Context: an optimization exercise on an open-source flow, tuned for small area. The choices shown serve that exercise and are no tape-out recipe.
The RTL was checked by simulation tests, not by an equivalence proof against the original design.
No activity file was given, so power comes from the tool's default toggle rates.

// FirFilterSym_top
module FirFilterSym_top (
    input  logic        clk,
    input  logic        rst,
    input  logic        valid_in,
    output logic        valid_out,
    input  logic [15:0] din,
    output logic [25:0] dout
);
export LEC_CHECK = 0
export ABC_AREA = 1
export CAP_MARGIN = 20
export CORE_MARGIN = 2
export CORE_UTILIZATION = 40
export CTS_BUF_LIST = sky130_fd_sc_hd__clkbuf_4
export SLEW_MARGIN = 20
create_clock -name core_clock -period 5.0 [get_ports {clk}]
run.sh (not shown) runs the stock make flow with config.mk's settings and CLKGATE_MAP_FILE= SYNTH_SCRIPT=/design/flow/synth_recipe.tcl, a recipe that flattens the netlist after the stock synthesis.
The baseline went through all stages and came out clean.
Edit:
Settings changed: CTS_BUF_LIST sky130_fd_sc_hd__clkbuf_4 to default.
Outcome: Die area is unchanged; register-to-register slack is better by 20 ps; power went up by 7.0%; synthesized cell count stays the same; routed wire length went down by 0.60%; global-route usage went down by 0.14 points; worst hold slack stays flat; non-clock buffer count is unchanged.

FirFilterSym_top again, from the RTL that the note above started with.
Settings: LEC_CHECK=0, ABC_AREA=1, CAP_MARGIN=20, CORE_MARGIN=2, CORE_UTILIZATION=40, CTS_BUF_LIST=sky130_fd_sc_hd__clkbuf_16, CTS_CLUSTER_DIAMETER=100, CTS_CLUSTER_SIZE=30, SLEW_MARGIN=20; clock period 5.0 ns.
standard.sh (not shown) runs the stock make flow with config.mk's settings and CLKGATE_MAP_FILE= SYNTH_SCRIPT=/design/flow/synth_recipe.tcl, a recipe that flattens the netlist after the stock synthesis.
==> flow/flow/run.sh <==
#!/bin/bash
# Own layout flow: the standard flow, with two changes to synthesis only.
#  1. Yosys's early "abc -fast" is skipped (SYNTH_ARGS=-noabc), so extract_fa sees the
#     RTL's full-adder equations as written and maps them without extra inverters.
#  2. flow/post.py rewrites the delay-line next-state logic of the synthesized netlist
#     (one a22o/a221o per register instead of o22ai + inverter); registers are untouched.
# Then the standard flow runs from the netlist on (floorplan ... finish).
set -euo pipefail
W=$(pwd)
RES=$W/orfs/results/${FLOW_PLATFORM}/FirFilterSym_top/base
bash standard.sh SYNTH_ARGS=-noabc synth > $W/synth.log 2>&1
cp $RES/1_2_yosys.v $W/synth_orig.v
python3 $W/flow/post.py $W/synth_orig.v $W/synth_post.v > $W/post.log 2>&1
cp $W/synth_post.v $RES/1_2_yosys.v
rm -f $RES/1_synth.odb $RES/1_synth.sdc
bash standard.sh SYNTH_ARGS=-noabc finish > $W/layout.log 2>&1
Other scripts of this flow, unchanged in this note and not shown: flow/flow/post.py
Rerun with:
CORE_UTILIZATION = 60   (was 40)
The new run completed with no timing, DRC or antenna violations.
Setup slack stays flat.
Sequential power barely changes.
Power is higher slightly.
Synthesized area stays the same.
Count of clock-buffer cells in the layout is unchanged.
Final cell count is lower by roughly a tenth.
Rerun with:
CORE_UTILIZATION = 40   (was 60)
CTS_CLUSTER_DIAMETER = 60   (was 100)
Wire length came out higher by 0.94%.
Sequential power barely changes.
Worst setup slack loses 13 ps.
Utilization came out lower by 21 points.
Clock power came out higher by 54%.
Total power came out higher by about 11%.
Design area came out higher by 3.7%.
First-iteration DRC count came out higher by about 1.7%.
Synthesized cell count is unchanged.
Flip-flop and latch count does not change.
Area after synthesis is unchanged.

Starting RTL as in the previous note.
Settings: LEC_CHECK=0, ABC_AREA=1, CAP_MARGIN=20, CORE_MARGIN=2, CORE_UTILIZATION=40, CTS_BUF_LIST=sky130_fd_sc_hd__clkbuf_8, CTS_CLUSTER_DIAMETER=60, CTS_CLUSTER_SIZE=20, SLEW_MARGIN=20; clock period 5.0 ns.
Scripts as last shown in full above: flow/flow/run.sh
Other scripts of this flow, unchanged in this note and not shown: flow/flow/post.py
The baseline produced a clean layout.
Rerun with:
--- a/flow/config.mk
+++ b/flow/config.mk
@@ -12,3 +12 @@
-export CTS_BUF_LIST = sky130_fd_sc_hd__clkbuf_8
-export CTS_CLUSTER_DIAMETER = 60
-export CTS_CLUSTER_SIZE = 20
+export CTS_BUF_LIST = sky130_fd_sc_hd__clkbuf_4
Die area stays the same.
Setup slack improves by 5.8 ps.
Total power came out higher by 6.4%.

FirFilterSym_top, a different RTL version from the one above (not shown whole).
Size in the first run: ~2300 cells after synthesis, ~46 I/O pins, ~36000 µm² of cells after synthesis.
export LEC_CHECK = 0
export ABC_AREA = 1
export CAP_MARGIN = 5
export CORE_MARGIN = 2
export CORE_UTILIZATION = 40
export CTS_BUF_LIST = sky130_fd_sc_hd__clkbuf_16
export CTS_CLUSTER_DIAMETER = 100
export CTS_CLUSTER_SIZE = 30
export SLEW_MARGIN = 5
create_clock -name core_clock -period 5.0 [get_ports {clk}]
==> flow/flow/run.sh <==
#!/bin/bash
# Own layout flow: the standard flow, with two changes to synthesis only.
#  1. Yosys's early "abc -fast" is skipped (SYNTH_ARGS=-noabc), so extract_fa sees the
#     RTL's full-adder equations as written and maps them without extra inverters.
#  2. flow/post.py rewrites the delay-line next-state logic of the synthesized netlist
#     (one a22o/a221o per register instead of o22ai + inverter) and flips full adders'
#     polarity where that saves inverters; registers are untouched.
# Then the standard flow runs from the netlist on (floorplan ... finish); every port still
# gets its own buffer, but a buf_1 instead of the larger delay buffer buffer_ports picks.
set -euo pipefail
W=$(pwd)
RES=$W/orfs/results/${FLOW_PLATFORM}/FirFilterSym_top/base
bash standard.sh SYNTH_ARGS=-noabc synth > $W/synth.log 2>&1
cp $RES/1_2_yosys.v $W/synth_orig.v
python3 $W/flow/post.py $W/synth_orig.v $W/synth_post.v > $W/post.log 2>&1
cp $W/synth_post.v $RES/1_2_yosys.v
rm -f $RES/1_synth.odb $RES/1_synth.sdc
bash standard.sh SYNTH_ARGS=-noabc 'BUFFER_PORTS_ARGS=-buffer_cell sky130_fd_sc_hd__buf_1' finish > $W/layout.log 2>&1
Other scripts of this flow, unchanged in this note and not shown: flow/flow/post.py
The baseline completed with no timing, DRC or antenna violations.
Then changed:
- CAP_MARGIN: 5 -> 20
- SLEW_MARGIN: 5 -> 20
The changed run completed with no timing, DRC or antenna violations.
Die area is unchanged.
Wire length stays the same.
Core utilization does not change.
Setup slack does not change.
Final cell count stays the same.
Non-clock buffer count does not change.
Via count stays the same.
Sequential share of layout area stays the same.
Fmax stays the same.
Design area does not change.
Then changed:
- CTS_CLUSTER_DIAMETER: 100 -> 90
- CTS_CLUSTER_SIZE: 30 -> 32
The new run completed with no timing, DRC or antenna violations.
Setup slack degrades by 0.021 ns.
Via count hardly moves.
Sequential cell count stays the same.
Sequential power barely changes.
Register-to-register slack loses 0.02 ns.

[afterwards: timing with drivers on the ports]
The results above use ideal ports. As a check the final layouts listed here were re-extracted and re-timed, cells and wires unchanged.
Step 1, drivers: a clkbuf_16 drives clk and a buf_2 each remaining input, both assumed.
Step 2 adds t to the input delays and takes it off the output delays; t is the mean of the earliest and latest rising clock arrival at the registers after step 1. Input paths then give back, and output paths get back, about the clock's delay inside the block.
a / b / c = no drivers / after step 1 / after step 2; a / b = the first two.
run | shift t [ns] | slack for setup (ns) | worst register clock-pin slew, ns
the first run of note 1 | 1.070 | 0.281 / 0.281 / 0.174 | 0.09 / 0.09
the second run of note 1 | 0.700 | 0.304 / 0.304 / 0.211 | 0.07 / 0.07
the first run of note 2 | 0.705 | 0.333 / 0.333 / -0.003 | 0.12 / 0.12
the second run of note 2 | 0.702 | 0.335 / 0.335 / 0.035 | 0.12 / 0.12
the third run of note 2 | 0.699 | 0.323 / 0.323 / -0.033 | 0.09 / 0.09
the first run of note 3 | 0.794 | 0.332 / 0.332 / 0.053 | 0.12 / 0.12
the second run of note 3 | 1.084 | 0.338 / 0.338 / 0.057 | 0.07 / 0.07
the first run of note 4 | 0.661 | 0.366 / 0.366 / 0.366 | 0.12 / 0.12
the second run of note 4 | 0.661 | 0.366 / 0.366 / 0.366 | 0.12 / 0.12
the third run of note 4 | 0.664 | 0.344 / 0.344 / 0.344 | 0.12 / 0.12
With both steps, setup timing fails in the first run of note 2 and the third run of note 2, where it was met with ideal ports. The setup slack of the third run of note 2, which loses most, moves by 0.000 ns with the drivers and by -0.356 ns with both steps.
